From an optimization exercise on the open Yosys and OpenROAD flow, aimed at small area; shortcuts taken in it are not production practice. The RTL was checked by simulation tests, not by an equivalence proof against the original design. No activity file was given, so power comes from the tool's default toggle rates.

`design/flow/run.sh`:
```
#!/bin/bash
# synth_recipe.tcl (not shown) runs the flow's synth.tcl, then flattens the netlist and writes it again
# the make line also repeats each setting of config.mk as NAME=value (left out here)
make -C /OpenROAD-flow-scripts/flow DESIGN_CONFIG=/design/flow/config.mk WORK_HOME=/design/flow/orfs CLKGATE_MAP_FILE= SYNTH_SCRIPT=/design/flow/synth_recipe.tcl finish
```
`design/flow/config.mk`:
```
export PLATFORM = sky130hd
export DESIGN_NAME = tlb
export DESIGN_NICKNAME = tlb
export VERILOG_FILES = /design/flow/design.v
export SDC_FILE = /design/flow/constraint.sdc
export NUM_CORES = 8
export LEC_CHECK = 0
export CAP_MARGIN = 20
export CORE_MARGIN = 2
export CORE_UTILIZATION = 35
export PLACE_DENSITY = 0.5
export SETUP_SLACK_MARGIN = 0.3
export SLEW_MARGIN = 20
```
`design/flow/constraint.sdc`:
```
create_clock -name core_clock -period 10.0 [get_ports {clk}]
set_input_delay 2.0000 -clock core_clock [delete_from_list [all_inputs] [get_ports {clk}]]
set_output_delay 2.0000 -clock core_clock [all_outputs]
set_load 0.01 [all_outputs]
```
`design/flow/design.v`:
```
`timescale 1ns / 1ps
module encoder16 (
    input   wire [15:0]  in,
    output  reg  [3 :0]  out
);
    always @(*) begin
        case (in)
        16'b0000_0000_0000_0000: out = 4'd0; 
        16'b0000_0000_0000_0010: out = 4'd1; 
        16'b0000_0000_0000_0100: out = 4'd2; 
        16'b0000_0000_0000_1000: out = 4'd3; 
        16'b0000_0000_0001_0000: out = 4'd4; 
        16'b0000_0000_0010_0000: out = 4'd5; 
        16'b0000_0000_0100_0000: out = 4'd6; 
        16'b0000_0000_1000_0000: out = 4'd7; 
        16'b0000_0001_0000_0000: out = 4'd8; 
        16'b0000_0010_0000_0000: out = 4'd9; 
        16'b0000_0100_0000_0000: out = 4'd10; 
        16'b0000_1000_0000_0000: out = 4'd11; 
        16'b0001_0000_0000_0000: out = 4'd12; 
        16'b0010_0000_0000_0000: out = 4'd13; 
        16'b0100_0000_0000_0000: out = 4'd14; 
        16'b1000_0000_0000_0000: out = 4'd15; 
        default: out = 4'd0;     
        endcase
    end
endmodule
`timescale 1ns / 1ps
module tlb #(
    parameter TLBNUM = 16
    ) (
    input   wire                        clk,
    input   wire [              18:0]   s_vpn_1,
    input   wire                        s_odd_1,
    input   wire [              7 :0]   s_asid_1,
    output  wire                        s_found_1,
    output  wire [$clog2(TLBNUM)-1:0]   s_index_1,
    output  wire [              19:0]   s_pfn_1,
    output  wire [              2 :0]   s_c_1,
    output  wire                        s_d_1,
    output  wire                        s_v_1,
    input   wire [              18:0]   s_vpn_2,
    input   wire                        s_odd_2,
    input   wire [              7 :0]   s_asid_2,
    output  wire                        s_found_2,
    output  wire [$clog2(TLBNUM)-1:0]   s_index_2,
    output  wire [              19:0]   s_pfn_2,
    output  wire [              2 :0]   s_c_2,
    output  wire                        s_d_2,
    output  wire                        s_v_2,
    input   wire                        we,
    input   wire [$clog2(TLBNUM)-1:0]   w_index,
    input   wire [              18:0]   w_vpn,
    input   wire [              7 :0]   w_asid,
    input   wire                        w_g,
    input   wire [              19:0]   w_pfn0,
    input   wire [              2 :0]   w_c0,
    input   wire                        w_d0,
    input   wire                        w_v0,
    input   wire [              19:0]   w_pfn1,
    input   wire [              2 :0]   w_c1,
    input   wire                        w_d1,
    input   wire                        w_v1,
    input   wire [$clog2(TLBNUM)-1:0]   r_index,
    output  wire [              18:0]   r_vpn,
    output  wire [              7 :0]   r_asid,
    output  wire                        r_g,
    output  wire [              19:0]   r_pfn0,
    output  wire [              2 :0]   r_c0,
    output  wire                        r_d0,
    output  wire                        r_v0,
    output  wire [              19:0]   r_pfn1,
    output  wire [              2 :0]   r_c1,
    output  wire                        r_d1,
    output  wire                        r_v1
);
    reg     [               18:0]   tlb_vpn     [TLBNUM-1:0];
    reg     [               7 :0]   tlb_asid    [TLBNUM-1:0];
    reg                             tlb_g       [TLBNUM-1:0];
    reg     [               19:0]   tlb_pfn0    [TLBNUM-1:0];
    reg     [               2 :0]   tlb_c0      [TLBNUM-1:0];
    reg                             tlb_d0      [TLBNUM-1:0];
    reg                             tlb_v0      [TLBNUM-1:0];
    reg     [               19:0]   tlb_pfn1    [TLBNUM-1:0];
    reg     [               2 :0]   tlb_c1      [TLBNUM-1:0];
    reg                             tlb_d1      [TLBNUM-1:0];
    reg                             tlb_v1      [TLBNUM-1:0];
    always @(posedge clk) begin
        if (we) begin
            tlb_vpn  [w_index]  <= w_vpn;
            tlb_asid [w_index]  <= w_asid;    
            tlb_g    [w_index]  <= w_g;
            tlb_pfn0 [w_index]  <= w_pfn0;    
            tlb_c0   [w_index]  <= w_c0;
            tlb_d0   [w_index]  <= w_d0;
            tlb_v0   [w_index]  <= w_v0;
            tlb_pfn1 [w_index]  <= w_pfn1;    
            tlb_c1   [w_index]  <= w_c1;
            tlb_d1   [w_index]  <= w_d1;
            tlb_v1   [w_index]  <= w_v1;
        end
    end
    assign r_vpn  = tlb_vpn  [r_index];
    assign r_asid = tlb_asid [r_index];
    assign r_g    = tlb_g    [r_index];
    assign r_pfn0 = tlb_pfn0 [r_index];
    assign r_c0   = tlb_c0   [r_index];
    assign r_d0   = tlb_d0   [r_index];
    assign r_v0   = tlb_v0   [r_index];
    assign r_pfn1 = tlb_pfn1 [r_index];
    assign r_c1   = tlb_c1   [r_index];
    assign r_d1   = tlb_d1   [r_index];
    assign r_v1   = tlb_v1   [r_index];
    wire    [TLBNUM-1:0]   tlb_match_1;
    assign tlb_match_1[ 0] = (s_vpn_1 == tlb_vpn[ 0]) && ((s_asid_1 == tlb_asid[ 0]) || tlb_g[ 0]);
    assign tlb_match_1[ 1] = (s_vpn_1 == tlb_vpn[ 1]) && ((s_asid_1 == tlb_asid[ 1]) || tlb_g[ 1]);
    assign tlb_match_1[ 2] = (s_vpn_1 == tlb_vpn[ 2]) && ((s_asid_1 == tlb_asid[ 2]) || tlb_g[ 2]);
    assign tlb_match_1[ 3] = (s_vpn_1 == tlb_vpn[ 3]) && ((s_asid_1 == tlb_asid[ 3]) || tlb_g[ 3]);
    assign tlb_match_1[ 4] = (s_vpn_1 == tlb_vpn[ 4]) && ((s_asid_1 == tlb_asid[ 4]) || tlb_g[ 4]);
    assign tlb_match_1[ 5] = (s_vpn_1 == tlb_vpn[ 5]) && ((s_asid_1 == tlb_asid[ 5]) || tlb_g[ 5]);
    assign tlb_match_1[ 6] = (s_vpn_1 == tlb_vpn[ 6]) && ((s_asid_1 == tlb_asid[ 6]) || tlb_g[ 6]);
    assign tlb_match_1[ 7] = (s_vpn_1 == tlb_vpn[ 7]) && ((s_asid_1 == tlb_asid[ 7]) || tlb_g[ 7]);
    assign tlb_match_1[ 8] = (s_vpn_1 == tlb_vpn[ 8]) && ((s_asid_1 == tlb_asid[ 8]) || tlb_g[ 8]);
    assign tlb_match_1[ 9] = (s_vpn_1 == tlb_vpn[ 9]) && ((s_asid_1 == tlb_asid[ 9]) || tlb_g[ 9]);
    assign tlb_match_1[10] = (s_vpn_1 == tlb_vpn[10]) && ((s_asid_1 == tlb_asid[10]) || tlb_g[10]);
    assign tlb_match_1[11] = (s_vpn_1 == tlb_vpn[11]) && ((s_asid_1 == tlb_asid[11]) || tlb_g[11]);
    assign tlb_match_1[12] = (s_vpn_1 == tlb_vpn[12]) && ((s_asid_1 == tlb_asid[12]) || tlb_g[12]);
    assign tlb_match_1[13] = (s_vpn_1 == tlb_vpn[13]) && ((s_asid_1 == tlb_asid[13]) || tlb_g[13]);
    assign tlb_match_1[14] = (s_vpn_1 == tlb_vpn[14]) && ((s_asid_1 == tlb_asid[14]) || tlb_g[14]);
    assign tlb_match_1[15] = (s_vpn_1 == tlb_vpn[15]) && ((s_asid_1 == tlb_asid[15]) || tlb_g[15]);
    assign s_found_1     = |tlb_match_1;
    encoder16 en0 (
        .in     (tlb_match_1),
        .out    (s_index_1)
    );
    assign s_pfn_1       = 
        {20{tlb_match_1[ 0] & ~s_odd_1}} & tlb_pfn0[ 0] |
        {20{tlb_match_1[ 0] &  s_odd_1}} & tlb_pfn1[ 0] |
        {20{tlb_match_1[ 1] & ~s_odd_1}} & tlb_pfn0[ 1] |
        {20{tlb_match_1[ 1] &  s_odd_1}} & tlb_pfn1[ 1] |
        {20{tlb_match_1[ 2] & ~s_odd_1}} & tlb_pfn0[ 2] |
        {20{tlb_match_1[ 2] &  s_odd_1}} & tlb_pfn1[ 2] |
        {20{tlb_match_1[ 3] & ~s_odd_1}} & tlb_pfn0[ 3] |
        {20{tlb_match_1[ 3] &  s_odd_1}} & tlb_pfn1[ 3] |
        {20{tlb_match_1[ 4] & ~s_odd_1}} & tlb_pfn0[ 4] |
        {20{tlb_match_1[ 4] &  s_odd_1}} & tlb_pfn1[ 4] |
        {20{tlb_match_1[ 5] & ~s_odd_1}} & tlb_pfn0[ 5] |
        {20{tlb_match_1[ 5] &  s_odd_1}} & tlb_pfn1[ 5] |
        {20{tlb_match_1[ 6] & ~s_odd_1}} & tlb_pfn0[ 6] |
        {20{tlb_match_1[ 6] &  s_odd_1}} & tlb_pfn1[ 6] |
        {20{tlb_match_1[ 7] & ~s_odd_1}} & tlb_pfn0[ 7] |
        {20{tlb_match_1[ 7] &  s_odd_1}} & tlb_pfn1[ 7] |
        {20{tlb_match_1[ 8] & ~s_odd_1}} & tlb_pfn0[ 8] |
        {20{tlb_match_1[ 8] &  s_odd_1}} & tlb_pfn1[ 8] |
        {20{tlb_match_1[ 9] & ~s_odd_1}} & tlb_pfn0[ 9] |
        {20{tlb_match_1[ 9] &  s_odd_1}} & tlb_pfn1[ 9] |
        {20{tlb_match_1[10] & ~s_odd_1}} & tlb_pfn0[10] |
        {20{tlb_match_1[10] &  s_odd_1}} & tlb_pfn1[10] |
        {20{tlb_match_1[11] & ~s_odd_1}} & tlb_pfn0[11] |
        {20{tlb_match_1[11] &  s_odd_1}} & tlb_pfn1[11] |
        {20{tlb_match_1[12] & ~s_odd_1}} & tlb_pfn0[12] |
        {20{tlb_match_1[12] &  s_odd_1}} & tlb_pfn1[12] |
        {20{tlb_match_1[13] & ~s_odd_1}} & tlb_pfn0[13] |
        {20{tlb_match_1[13] &  s_odd_1}} & tlb_pfn1[13] |
        {20{tlb_match_1[14] & ~s_odd_1}} & tlb_pfn0[14] |
        {20{tlb_match_1[14] &  s_odd_1}} & tlb_pfn1[14] |
        {20{tlb_match_1[15] & ~s_odd_1}} & tlb_pfn0[15] |
        {20{tlb_match_1[15] &  s_odd_1}} & tlb_pfn1[15] ;
    assign s_c_1         =
        {20{tlb_match_1[ 0] & ~s_odd_1}} & tlb_c0[ 0]   |
        {20{tlb_match_1[ 0] &  s_odd_1}} & tlb_c1[ 0]   |
        {20{tlb_match_1[ 1] & ~s_odd_1}} & tlb_c0[ 1]   |
        {20{tlb_match_1[ 1] &  s_odd_1}} & tlb_c1[ 1]   |
        {20{tlb_match_1[ 2] & ~s_odd_1}} & tlb_c0[ 2]   |
        {20{tlb_match_1[ 2] &  s_odd_1}} & tlb_c1[ 2]   |
        {20{tlb_match_1[ 3] & ~s_odd_1}} & tlb_c0[ 3]   |
        {20{tlb_match_1[ 3] &  s_odd_1}} & tlb_c1[ 3]   |
        {20{tlb_match_1[ 4] & ~s_odd_1}} & tlb_c0[ 4]   |
        {20{tlb_match_1[ 4] &  s_odd_1}} & tlb_c1[ 4]   |
        {20{tlb_match_1[ 5] & ~s_odd_1}} & tlb_c0[ 5]   |
        {20{tlb_match_1[ 5] &  s_odd_1}} & tlb_c1[ 5]   |
        {20{tlb_match_1[ 6] & ~s_odd_1}} & tlb_c0[ 6]   |
        {20{tlb_match_1[ 6] &  s_odd_1}} & tlb_c1[ 6]   |
        {20{tlb_match_1[ 7] & ~s_odd_1}} & tlb_c0[ 7]   |
        {20{tlb_match_1[ 7] &  s_odd_1}} & tlb_c1[ 7]   |
        {20{tlb_match_1[ 8] & ~s_odd_1}} & tlb_c0[ 8]   |
        {20{tlb_match_1[ 8] &  s_odd_1}} & tlb_c1[ 8]   |
        {20{tlb_match_1[ 9] & ~s_odd_1}} & tlb_c0[ 9]   |
        {20{tlb_match_1[ 9] &  s_odd_1}} & tlb_c1[ 9]   |
        {20{tlb_match_1[10] & ~s_odd_1}} & tlb_c0[10]   |
        {20{tlb_match_1[10] &  s_odd_1}} & tlb_c1[10]   |
        {20{tlb_match_1[11] & ~s_odd_1}} & tlb_c0[11]   |
        {20{tlb_match_1[11] &  s_odd_1}} & tlb_c1[11]   |
        {20{tlb_match_1[12] & ~s_odd_1}} & tlb_c0[12]   |
        {20{tlb_match_1[12] &  s_odd_1}} & tlb_c1[12]   |
        {20{tlb_match_1[13] & ~s_odd_1}} & tlb_c0[13]   |
        {20{tlb_match_1[13] &  s_odd_1}} & tlb_c1[13]   |
        {20{tlb_match_1[14] & ~s_odd_1}} & tlb_c0[14]   |
        {20{tlb_match_1[14] &  s_odd_1}} & tlb_c1[14]   |
        {20{tlb_match_1[15] & ~s_odd_1}} & tlb_c0[15]   |
        {20{tlb_match_1[15] &  s_odd_1}} & tlb_c1[15]   ;
    assign s_d_1         =
        {20{tlb_match_1[ 0] & ~s_odd_1}} & tlb_d0[ 0]   |
        {20{tlb_match_1[ 0] &  s_odd_1}} & tlb_d1[ 0]   |
        {20{tlb_match_1[ 1] & ~s_odd_1}} & tlb_d0[ 1]   |
        {20{tlb_match_1[ 1] &  s_odd_1}} & tlb_d1[ 1]   |
        {20{tlb_match_1[ 2] & ~s_odd_1}} & tlb_d0[ 2]   |
        {20{tlb_match_1[ 2] &  s_odd_1}} & tlb_d1[ 2]   |
        {20{tlb_match_1[ 3] & ~s_odd_1}} & tlb_d0[ 3]   |
        {20{tlb_match_1[ 3] &  s_odd_1}} & tlb_d1[ 3]   |
        {20{tlb_match_1[ 4] & ~s_odd_1}} & tlb_d0[ 4]   |
        {20{tlb_match_1[ 4] &  s_odd_1}} & tlb_d1[ 4]   |
        {20{tlb_match_1[ 5] & ~s_odd_1}} & tlb_d0[ 5]   |
        {20{tlb_match_1[ 5] &  s_odd_1}} & tlb_d1[ 5]   |
        {20{tlb_match_1[ 6] & ~s_odd_1}} & tlb_d0[ 6]   |
        {20{tlb_match_1[ 6] &  s_odd_1}} & tlb_d1[ 6]   |
        {20{tlb_match_1[ 7] & ~s_odd_1}} & tlb_d0[ 7]   |
        {20{tlb_match_1[ 7] &  s_odd_1}} & tlb_d1[ 7]   |
        {20{tlb_match_1[ 8] & ~s_odd_1}} & tlb_d0[ 8]   |
        {20{tlb_match_1[ 8] &  s_odd_1}} & tlb_d1[ 8]   |
        {20{tlb_match_1[ 9] & ~s_odd_1}} & tlb_d0[ 9]   |
        {20{tlb_match_1[ 9] &  s_odd_1}} & tlb_d1[ 9]   |
        {20{tlb_match_1[10] & ~s_odd_1}} & tlb_d0[10]   |
        {20{tlb_match_1[10] &  s_odd_1}} & tlb_d1[10]   |
        {20{tlb_match_1[11] & ~s_odd_1}} & tlb_d0[11]   |
        {20{tlb_match_1[11] &  s_odd_1}} & tlb_d1[11]   |
        {20{tlb_match_1[12] & ~s_odd_1}} & tlb_d0[12]   |
        {20{tlb_match_1[12] &  s_odd_1}} & tlb_d1[12]   |
        {20{tlb_match_1[13] & ~s_odd_1}} & tlb_d0[13]   |
        {20{tlb_match_1[13] &  s_odd_1}} & tlb_d1[13]   |
        {20{tlb_match_1[14] & ~s_odd_1}} & tlb_d0[14]   |
        {20{tlb_match_1[14] &  s_odd_1}} & tlb_d1[14]   |
        {20{tlb_match_1[15] & ~s_odd_1}} & tlb_d0[15]   |
        {20{tlb_match_1[15] &  s_odd_1}} & tlb_d1[15]   ;
    assign s_v_1         =
        {20{tlb_match_1[ 0] & ~s_odd_1}} & tlb_v0[ 0]   |
        {20{tlb_match_1[ 0] &  s_odd_1}} & tlb_v1[ 0]   |
        {20{tlb_match_1[ 1] & ~s_odd_1}} & tlb_v0[ 1]   |
        {20{tlb_match_1[ 1] &  s_odd_1}} & tlb_v1[ 1]   |
        {20{tlb_match_1[ 2] & ~s_odd_1}} & tlb_v0[ 2]   |
        {20{tlb_match_1[ 2] &  s_odd_1}} & tlb_v1[ 2]   |
        {20{tlb_match_1[ 3] & ~s_odd_1}} & tlb_v0[ 3]   |
        {20{tlb_match_1[ 3] &  s_odd_1}} & tlb_v1[ 3]   |
        {20{tlb_match_1[ 4] & ~s_odd_1}} & tlb_v0[ 4]   |
        {20{tlb_match_1[ 4] &  s_odd_1}} & tlb_v1[ 4]   |
        {20{tlb_match_1[ 5] & ~s_odd_1}} & tlb_v0[ 5]   |
        {20{tlb_match_1[ 5] &  s_odd_1}} & tlb_v1[ 5]   |
        {20{tlb_match_1[ 6] & ~s_odd_1}} & tlb_v0[ 6]   |
        {20{tlb_match_1[ 6] &  s_odd_1}} & tlb_v1[ 6]   |
        {20{tlb_match_1[ 7] & ~s_odd_1}} & tlb_v0[ 7]   |
        {20{tlb_match_1[ 7] &  s_odd_1}} & tlb_v1[ 7]   |
        {20{tlb_match_1[ 8] & ~s_odd_1}} & tlb_v0[ 8]   |
        {20{tlb_match_1[ 8] &  s_odd_1}} & tlb_v1[ 8]   |
        {20{tlb_match_1[ 9] & ~s_odd_1}} & tlb_v0[ 9]   |
        {20{tlb_match_1[ 9] &  s_odd_1}} & tlb_v1[ 9]   |
        {20{tlb_match_1[10] & ~s_odd_1}} & tlb_v0[10]   |
        {20{tlb_match_1[10] &  s_odd_1}} & tlb_v1[10]   |
        {20{tlb_match_1[11] & ~s_odd_1}} & tlb_v0[11]   |
        {20{tlb_match_1[11] &  s_odd_1}} & tlb_v1[11]   |
        {20{tlb_match_1[12] & ~s_odd_1}} & tlb_v0[12]   |
        {20{tlb_match_1[12] &  s_odd_1}} & tlb_v1[12]   |
        {20{tlb_match_1[13] & ~s_odd_1}} & tlb_v0[13]   |
        {20{tlb_match_1[13] &  s_odd_1}} & tlb_v1[13]   |
        {20{tlb_match_1[14] & ~s_odd_1}} & tlb_v0[14]   |
        {20{tlb_match_1[14] &  s_odd_1}} & tlb_v1[14]   |
        {20{tlb_match_1[15] & ~s_odd_1}} & tlb_v0[15]   |
        {20{tlb_match_1[15] &  s_odd_1}} & tlb_v1[15]   ;
    wire    [TLBNUM-1:0]   tlb_match_2;
    assign tlb_match_2[ 0] = (s_vpn_2 == tlb_vpn[ 0]) && ((s_asid_2 == tlb_asid[ 0]) || tlb_g[ 0]);
    assign tlb_match_2[ 1] = (s_vpn_2 == tlb_vpn[ 1]) && ((s_asid_2 == tlb_asid[ 1]) || tlb_g[ 1]);
    assign tlb_match_2[ 2] = (s_vpn_2 == tlb_vpn[ 2]) && ((s_asid_2 == tlb_asid[ 2]) || tlb_g[ 2]);
    assign tlb_match_2[ 3] = (s_vpn_2 == tlb_vpn[ 3]) && ((s_asid_2 == tlb_asid[ 3]) || tlb_g[ 3]);
    assign tlb_match_2[ 4] = (s_vpn_2 == tlb_vpn[ 4]) && ((s_asid_2 == tlb_asid[ 4]) || tlb_g[ 4]);
    assign tlb_match_2[ 5] = (s_vpn_2 == tlb_vpn[ 5]) && ((s_asid_2 == tlb_asid[ 5]) || tlb_g[ 5]);
    assign tlb_match_2[ 6] = (s_vpn_2 == tlb_vpn[ 6]) && ((s_asid_2 == tlb_asid[ 6]) || tlb_g[ 6]);
    assign tlb_match_2[ 7] = (s_vpn_2 == tlb_vpn[ 7]) && ((s_asid_2 == tlb_asid[ 7]) || tlb_g[ 7]);
    assign tlb_match_2[ 8] = (s_vpn_2 == tlb_vpn[ 8]) && ((s_asid_2 == tlb_asid[ 8]) || tlb_g[ 8]);
    assign tlb_match_2[ 9] = (s_vpn_2 == tlb_vpn[ 9]) && ((s_asid_2 == tlb_asid[ 9]) || tlb_g[ 9]);
    assign tlb_match_2[10] = (s_vpn_2 == tlb_vpn[10]) && ((s_asid_2 == tlb_asid[10]) || tlb_g[10]);
    assign tlb_match_2[11] = (s_vpn_2 == tlb_vpn[11]) && ((s_asid_2 == tlb_asid[11]) || tlb_g[11]);
    assign tlb_match_2[12] = (s_vpn_2 == tlb_vpn[12]) && ((s_asid_2 == tlb_asid[12]) || tlb_g[12]);
    assign tlb_match_2[13] = (s_vpn_2 == tlb_vpn[13]) && ((s_asid_2 == tlb_asid[13]) || tlb_g[13]);
    assign tlb_match_2[14] = (s_vpn_2 == tlb_vpn[14]) && ((s_asid_2 == tlb_asid[14]) || tlb_g[14]);
    assign tlb_match_2[15] = (s_vpn_2 == tlb_vpn[15]) && ((s_asid_2 == tlb_asid[15]) || tlb_g[15]);
    assign s_found_2     = |tlb_match_2;
    encoder16 en1 (
        .in     (tlb_match_2),
        .out    (s_index_2)
    );
    assign s_pfn_2       = 
        {20{tlb_match_2[ 0] & ~s_odd_2}} & tlb_pfn0[ 0] |
        {20{tlb_match_2[ 0] &  s_odd_2}} & tlb_pfn1[ 0] |
        {20{tlb_match_2[ 1] & ~s_odd_2}} & tlb_pfn0[ 1] |
        {20{tlb_match_2[ 1] &  s_odd_2}} & tlb_pfn1[ 1] |
        {20{tlb_match_2[ 2] & ~s_odd_2}} & tlb_pfn0[ 2] |
        {20{tlb_match_2[ 2] &  s_odd_2}} & tlb_pfn1[ 2] |
        {20{tlb_match_2[ 3] & ~s_odd_2}} & tlb_pfn0[ 3] |
        {20{tlb_match_2[ 3] &  s_odd_2}} & tlb_pfn1[ 3] |
        {20{tlb_match_2[ 4] & ~s_odd_2}} & tlb_pfn0[ 4] |
        {20{tlb_match_2[ 4] &  s_odd_2}} & tlb_pfn1[ 4] |
        {20{tlb_match_2[ 5] & ~s_odd_2}} & tlb_pfn0[ 5] |
        {20{tlb_match_2[ 5] &  s_odd_2}} & tlb_pfn1[ 5] |
        {20{tlb_match_2[ 6] & ~s_odd_2}} & tlb_pfn0[ 6] |
        {20{tlb_match_2[ 6] &  s_odd_2}} & tlb_pfn1[ 6] |
        {20{tlb_match_2[ 7] & ~s_odd_2}} & tlb_pfn0[ 7] |
        {20{tlb_match_2[ 7] &  s_odd_2}} & tlb_pfn1[ 7] |
        {20{tlb_match_2[ 8] & ~s_odd_2}} & tlb_pfn0[ 8] |
        {20{tlb_match_2[ 8] &  s_odd_2}} & tlb_pfn1[ 8] |
        {20{tlb_match_2[ 9] & ~s_odd_2}} & tlb_pfn0[ 9] |
        {20{tlb_match_2[ 9] &  s_odd_2}} & tlb_pfn1[ 9] |
        {20{tlb_match_2[10] & ~s_odd_2}} & tlb_pfn0[10] |
        {20{tlb_match_2[10] &  s_odd_2}} & tlb_pfn1[10] |
        {20{tlb_match_2[11] & ~s_odd_2}} & tlb_pfn0[11] |
        {20{tlb_match_2[11] &  s_odd_2}} & tlb_pfn1[11] |
        {20{tlb_match_2[12] & ~s_odd_2}} & tlb_pfn0[12] |
        {20{tlb_match_2[12] &  s_odd_2}} & tlb_pfn1[12] |
        {20{tlb_match_2[13] & ~s_odd_2}} & tlb_pfn0[13] |
        {20{tlb_match_2[13] &  s_odd_2}} & tlb_pfn1[13] |
        {20{tlb_match_2[14] & ~s_odd_2}} & tlb_pfn0[14] |
        {20{tlb_match_2[14] &  s_odd_2}} & tlb_pfn1[14] |
        {20{tlb_match_2[15] & ~s_odd_2}} & tlb_pfn0[15] |
        {20{tlb_match_2[15] &  s_odd_2}} & tlb_pfn1[15] ;
    assign s_c_2         =
        {20{tlb_match_2[ 0] & ~s_odd_2}} & tlb_c0[ 0]   |
        {20{tlb_match_2[ 0] &  s_odd_2}} & tlb_c1[ 0]   |
        {20{tlb_match_2[ 1] & ~s_odd_2}} & tlb_c0[ 1]   |
        {20{tlb_match_2[ 1] &  s_odd_2}} & tlb_c1[ 1]   |
        {20{tlb_match_2[ 2] & ~s_odd_2}} & tlb_c0[ 2]   |
        {20{tlb_match_2[ 2] &  s_odd_2}} & tlb_c1[ 2]   |
        {20{tlb_match_2[ 3] & ~s_odd_2}} & tlb_c0[ 3]   |
        {20{tlb_match_2[ 3] &  s_odd_2}} & tlb_c1[ 3]   |
        {20{tlb_match_2[ 4] & ~s_odd_2}} & tlb_c0[ 4]   |
        {20{tlb_match_2[ 4] &  s_odd_2}} & tlb_c1[ 4]   |
        {20{tlb_match_2[ 5] & ~s_odd_2}} & tlb_c0[ 5]   |
        {20{tlb_match_2[ 5] &  s_odd_2}} & tlb_c1[ 5]   |
        {20{tlb_match_2[ 6] & ~s_odd_2}} & tlb_c0[ 6]   |
        {20{tlb_match_2[ 6] &  s_odd_2}} & tlb_c1[ 6]   |
        {20{tlb_match_2[ 7] & ~s_odd_2}} & tlb_c0[ 7]   |
        {20{tlb_match_2[ 7] &  s_odd_2}} & tlb_c1[ 7]   |
        {20{tlb_match_2[ 8] & ~s_odd_2}} & tlb_c0[ 8]   |
        {20{tlb_match_2[ 8] &  s_odd_2}} & tlb_c1[ 8]   |
        {20{tlb_match_2[ 9] & ~s_odd_2}} & tlb_c0[ 9]   |
        {20{tlb_match_2[ 9] &  s_odd_2}} & tlb_c1[ 9]   |
        {20{tlb_match_2[10] & ~s_odd_2}} & tlb_c0[10]   |
        {20{tlb_match_2[10] &  s_odd_2}} & tlb_c1[10]   |
        {20{tlb_match_2[11] & ~s_odd_2}} & tlb_c0[11]   |
        {20{tlb_match_2[11] &  s_odd_2}} & tlb_c1[11]   |
        {20{tlb_match_2[12] & ~s_odd_2}} & tlb_c0[12]   |
        {20{tlb_match_2[12] &  s_odd_2}} & tlb_c1[12]   |
        {20{tlb_match_2[13] & ~s_odd_2}} & tlb_c0[13]   |
        {20{tlb_match_2[13] &  s_odd_2}} & tlb_c1[13]   |
        {20{tlb_match_2[14] & ~s_odd_2}} & tlb_c0[14]   |
        {20{tlb_match_2[14] &  s_odd_2}} & tlb_c1[14]   |
        {20{tlb_match_2[15] & ~s_odd_2}} & tlb_c0[15]   |
        {20{tlb_match_2[15] &  s_odd_2}} & tlb_c1[15]   ;
    assign s_d_2         =
        {20{tlb_match_2[ 0] & ~s_odd_2}} & tlb_d0[ 0]   |
        {20{tlb_match_2[ 0] &  s_odd_2}} & tlb_d1[ 0]   |
        {20{tlb_match_2[ 1] & ~s_odd_2}} & tlb_d0[ 1]   |
        {20{tlb_match_2[ 1] &  s_odd_2}} & tlb_d1[ 1]   |
        {20{tlb_match_2[ 2] & ~s_odd_2}} & tlb_d0[ 2]   |
        {20{tlb_match_2[ 2] &  s_odd_2}} & tlb_d1[ 2]   |
        {20{tlb_match_2[ 3] & ~s_odd_2}} & tlb_d0[ 3]   |
        {20{tlb_match_2[ 3] &  s_odd_2}} & tlb_d1[ 3]   |
        {20{tlb_match_2[ 4] & ~s_odd_2}} & tlb_d0[ 4]   |
        {20{tlb_match_2[ 4] &  s_odd_2}} & tlb_d1[ 4]   |
        {20{tlb_match_2[ 5] & ~s_odd_2}} & tlb_d0[ 5]   |
        {20{tlb_match_2[ 5] &  s_odd_2}} & tlb_d1[ 5]   |
        {20{tlb_match_2[ 6] & ~s_odd_2}} & tlb_d0[ 6]   |
        {20{tlb_match_2[ 6] &  s_odd_2}} & tlb_d1[ 6]   |
        {20{tlb_match_2[ 7] & ~s_odd_2}} & tlb_d0[ 7]   |
        {20{tlb_match_2[ 7] &  s_odd_2}} & tlb_d1[ 7]   |
        {20{tlb_match_2[ 8] & ~s_odd_2}} & tlb_d0[ 8]   |
        {20{tlb_match_2[ 8] &  s_odd_2}} & tlb_d1[ 8]   |
        {20{tlb_match_2[ 9] & ~s_odd_2}} & tlb_d0[ 9]   |
        {20{tlb_match_2[ 9] &  s_odd_2}} & tlb_d1[ 9]   |
        {20{tlb_match_2[10] & ~s_odd_2}} & tlb_d0[10]   |
        {20{tlb_match_2[10] &  s_odd_2}} & tlb_d1[10]   |
        {20{tlb_match_2[11] & ~s_odd_2}} & tlb_d0[11]   |
        {20{tlb_match_2[11] &  s_odd_2}} & tlb_d1[11]   |
        {20{tlb_match_2[12] & ~s_odd_2}} & tlb_d0[12]   |
        {20{tlb_match_2[12] &  s_odd_2}} & tlb_d1[12]   |
        {20{tlb_match_2[13] & ~s_odd_2}} & tlb_d0[13]   |
        {20{tlb_match_2[13] &  s_odd_2}} & tlb_d1[13]   |
        {20{tlb_match_2[14] & ~s_odd_2}} & tlb_d0[14]   |
        {20{tlb_match_2[14] &  s_odd_2}} & tlb_d1[14]   |
        {20{tlb_match_2[15] & ~s_odd_2}} & tlb_d0[15]   |
        {20{tlb_match_2[15] &  s_odd_2}} & tlb_d1[15]   ;
    assign s_v_2         =
        {20{tlb_match_2[ 0] & ~s_odd_2}} & tlb_v0[ 0]   |
        {20{tlb_match_2[ 0] &  s_odd_2}} & tlb_v1[ 0]   |
        {20{tlb_match_2[ 1] & ~s_odd_2}} & tlb_v0[ 1]   |
        {20{tlb_match_2[ 1] &  s_odd_2}} & tlb_v1[ 1]   |
        {20{tlb_match_2[ 2] & ~s_odd_2}} & tlb_v0[ 2]   |
        {20{tlb_match_2[ 2] &  s_odd_2}} & tlb_v1[ 2]   |
        {20{tlb_match_2[ 3] & ~s_odd_2}} & tlb_v0[ 3]   |
        {20{tlb_match_2[ 3] &  s_odd_2}} & tlb_v1[ 3]   |
        {20{tlb_match_2[ 4] & ~s_odd_2}} & tlb_v0[ 4]   |
        {20{tlb_match_2[ 4] &  s_odd_2}} & tlb_v1[ 4]   |
        {20{tlb_match_2[ 5] & ~s_odd_2}} & tlb_v0[ 5]   |
        {20{tlb_match_2[ 5] &  s_odd_2}} & tlb_v1[ 5]   |
        {20{tlb_match_2[ 6] & ~s_odd_2}} & tlb_v0[ 6]   |
        {20{tlb_match_2[ 6] &  s_odd_2}} & tlb_v1[ 6]   |
        {20{tlb_match_2[ 7] & ~s_odd_2}} & tlb_v0[ 7]   |
        {20{tlb_match_2[ 7] &  s_odd_2}} & tlb_v1[ 7]   |
        {20{tlb_match_2[ 8] & ~s_odd_2}} & tlb_v0[ 8]   |
        {20{tlb_match_2[ 8] &  s_odd_2}} & tlb_v1[ 8]   |
        {20{tlb_match_2[ 9] & ~s_odd_2}} & tlb_v0[ 9]   |
        {20{tlb_match_2[ 9] &  s_odd_2}} & tlb_v1[ 9]   |
        {20{tlb_match_2[10] & ~s_odd_2}} & tlb_v0[10]   |
        {20{tlb_match_2[10] &  s_odd_2}} & tlb_v1[10]   |
        {20{tlb_match_2[11] & ~s_odd_2}} & tlb_v0[11]   |
        {20{tlb_match_2[11] &  s_odd_2}} & tlb_v1[11]   |
        {20{tlb_match_2[12] & ~s_odd_2}} & tlb_v0[12]   |
        {20{tlb_match_2[12] &  s_odd_2}} & tlb_v1[12]   |
        {20{tlb_match_2[13] & ~s_odd_2}} & tlb_v0[13]   |
        {20{tlb_match_2[13] &  s_odd_2}} & tlb_v1[13]   |
        {20{tlb_match_2[14] & ~s_odd_2}} & tlb_v0[14]   |
        {20{tlb_match_2[14] &  s_odd_2}} & tlb_v1[14]   |
        {20{tlb_match_2[15] & ~s_odd_2}} & tlb_v0[15]   |
        {20{tlb_match_2[15] &  s_odd_2}} & tlb_v1[15]   ;
endmodule
```
==> run summary <==
[cell usage after synthesis, types with 67 or more instances]
master,number,area share [%]
xnor2_1,135,1.7
buf_2,93,0.65
xor2_1,746,9.1
nor2_1,102,0.54
nor4_1,198,1.7
nand4_1,636,5.6
and3_1,98,0.86
nand3_1,218,1.5
nand2_1,159,0.84
edfxtp_1,1248,52
buf_4,68,0.71
clkbuf_1,252,1.3
buf_1,67,0.35
mux4_2,390,12
[per-stage QoR]
step | std cells | area, um^2 | setup WS (ns) | total power (W)
final | 8461 | 84100 | 0.5554 | 0.01287
after global routing | 8397 | 83940 | 0.7443 | 0.01309
after CTS | 8387 | 83910 | 0.6919 | 0.01284
after detailed placement | 8123 | 79110 | 0.7106 | 0.007403
after global placement | 8123 | 79110 | 0.6959 | 0.007414
after floorplan | 5305 | 71450 | 1.586 | 0.006737
[worst max-delay path: cells and delay by family]
kind                      cells  cell delay [ns]
xor gates and xnor gates      1             0.11
buffers and inverters         4             2.29
and+or+nand+nor               7             2.99
[state kept, by name (all words and copies together), names as in the netlist]
signal and count:
tlb_vpn 304, tlb_c1 48, tlb_v0 16, tlb_v1 16
tlb_c0 48, tlb_d1 16, tlb_asid 128, tlb_pfn0 320
tlb_g 16, tlb_pfn1 320, tlb_d0 16
[cell families after synthesis]
logic type,after synthesis
xor+xnor,881
simple gates,1669
flops,1248
compound gates,538
mux,464
buf+inv,505
[area by class of cell]
type	instances	area [um^2]
diodes	74	185.2
clock buffers	177	3855
clock inverters	87	937.1
fillers	18500	118400
inverters	9	43.79
multi-input cells	3552	32280
flip-flops and latches	1248	37480
well taps	2672	3343
repair buffers	642	5978
[layer usage]
layer	wire length [um]	GRT usage (%)	share of wire [%]
met4	36220	25.63	8.1
met2	175600	56.32	39
met1	165700	54.18	37
met3	67090	17.75	15
met5	553	1.079	0.12
[how the worst min path moves through the flow]
stage                                end  slack (ns)  depth (start not counted)
after global placement    tlb_vpn[10][8]        2.93                          1
after global routing      tlb_vpn[2][13]        2.13                          1
after floorplan           tlb_asid[0][0]        2.10                          0
final                     tlb_vpn[11][8]        2.09                          1
after detailed placement      tlb_v0[15]        2.94                          1
after CTS                 tlb_vpn[2][13]        2.07                          1
[power groups by stage]
stage / clock (W) / sequential [W] / combinational (W)
CTS: 0.00554 / 0.00600 / 0.00130
floorplan: 0 / 0.00605 / 0.000690
global route: 0.00573 / 0.00601 / 0.00136
finish: 0.00552 / 0.00602 / 0.00133
global placement: 0 / 0.00611 / 0.00130
detailed placement: 0 / 0.00611 / 0.00129
==> run summary <==
adder-cell share of the synthesized area 0%; Fmax 0.1059 GHz; number of flip-flops and latches in the synthesized netlist between 1000 and 1500; fraction of final layout cells with drive strength greater than 1 just over 20%; power dissipated by switching net loads around 0.0033 W; antenna violations before repair 60; pin count of the biggest net entering global routing about 120; maximum fanout count along the critical path 11; fraction of the mapped netlist area in compound gates under 10%; cell with the most instances on the worst path nand4_1; area of the placeable core around 200000 um^2; worst-case headroom to the max-slew limit approximately 18%; transition time of the tightest slew-check pin roughly 1.2 ns; number of flops mapped to enable cells by yosys about 1200; CP max stage delay approximately 1 ns; number of slew-limit violations in the final report 0; launching instance or port of the critical path s_vpn_2[13]; WS Path Type primary input to output port; dominant synthesized flop cell edfxtp_1; main combinational cell family by area after synthesis simple AND/OR/NAND/NOR gates; worst hold path startpoint w_vpn[8]; YS warnings 2; cell row count between 150 and 200; logic gate share of total power approximately a tenth; final-layout worst hold slack ~2.1 ns; Unique masters post-synth 84; share of the synthesized netlist area taken by xor and xnor gates 10.80%; number of global-route vias before repair between 50000 and 60000; effective utilization at floorplan between 30% and 40%; setup TNS 0 ns; DRC violation count after routing 0; I/O Buffers approximately 280; setup repair after global routing missed its margin no; Detailed Route WL between 400000 and 500000 um; final worst path period need 9.445 ns; DRT Pass-1 Iters 12; global-route wire length before repair roughly 580000 um; clk root buf clkbuf_16; Detailed Place HPWL approximately 290000 um; global-route congestion overflow total 0; number of top-level pins about 280; Critical Path Start Type primary input; Mean Syn Cell Area between 10 and 15 um^2; antenna-violating nets left 0; Resized Gates After CTS 0; maxcap violations 0; cells traversed along the worst timing path clkdlybuf4s50_1 > buf_4 > xor2_1 > nor4_1 > nand3_1 > nor2_4 > buf_4 > nand4_1 > nand4_1 > nor4_1 > nand4_1 > clkdlybuf4s50_1; Inserted Clock Buffers approximately 150; RD Place Congestion 1.043; Power per Cell Area between 150 and 200 nW/um^2; Syn Inst Count around 5300; crit path capture type output port; setup violation total in the final timing report 0; Worst VDD drop between 0.0002 and 0.00025 V; Via Count 64530; die outline area 207800 um^2; number of vias per cell around 7.6; # H-tree levels 4; share of synthesized area spent on multiplexers between 10% and 20%; average routed wire per standard cell 52.62 um; arrival time at the worst endpoint between 7 and 8 ns; Hold Violations, Final 0; number of DRC violations after detailed-routing iteration 0 around 14000; width of the die around 460 um; syn_nets approximately 5400; part of the total power dissipated in sequential elements 46.7%; netlist area before placement 71450 um^2; Global Route Usage Sum between 40% and 50%; capture point of the worst path s_pfn_2[4]; most used cells in the layout excluding fill and tap cells edfxtp_1 (1248), xor2_1 (746), nand4_1 (636); share of flip-flops with an asynchronous set or reset after synthesis 0%; total internal power around 0.0095 W; die height ~460 um; post-synthesis share of cell area spent on and, or, nand and nor gates between 10% and 20%; sink count of the clock tree between 1000 and 1500; fraction of the yosys area taken by sequential cells a little over half; CTS hold repair buffers 0; final layout net count 5742; CP Data Required Time 8.00 ns; leakage component of the power ~27 nW; maximum buffer depth of the clock tree 3; result of the run timing/DRC/antenna clean; Worst path slowest cell clkdlybuf4s50_1; TritonCTS clock tree yes; ratio of final minimum period to clock period 94.45%; clock-pin slew on the worst setup and hold paths 0.06 ns; fraction of power consumed by the clock network around 43%; worst min-delay path class primary input to register; switching power as a share of total power between 20% and 30%; Layout Area Growth over Synthesis 17.70%; most common cell after layout, fill and taps aside edfxtp_1; Post-CTS Setup Inserts 0; final cell utilization of the core between 40% and 50%

static timing again, ports no longer ideal:
Ports are ideal in the flow. The routed layout listed here was re-timed in OpenROAD. Step 1 (the two cells are an assumption about what drives the block):
set clk [get_ports {clk}]
set_driving_cell -lib_cell sky130_fd_sc_hd__clkbuf_16 $clk
set_driving_cell -lib_cell sky130_fd_sc_hd__buf_2 [delete_from_list [all_inputs] $clk]
Step 2 moves the port delays by t, midway between the first and last clock arrival at a register: inputs arrive t later, outputs are due t later. That takes back most of the time a late clock gives input paths. Three values: no drivers, after step 1, after step 2; two values: the first two.
shift t [ns]: 0.921
setup slack, ns: 0.555 / 0.526 / 0.526
worst setup path after step 2: input to output
pins driven straight from the clock port: 1
After both steps setup and hold are still met in this run. The setup slack of this run moves by -0.029 ns with the drivers and by -0.029 ns with both steps.
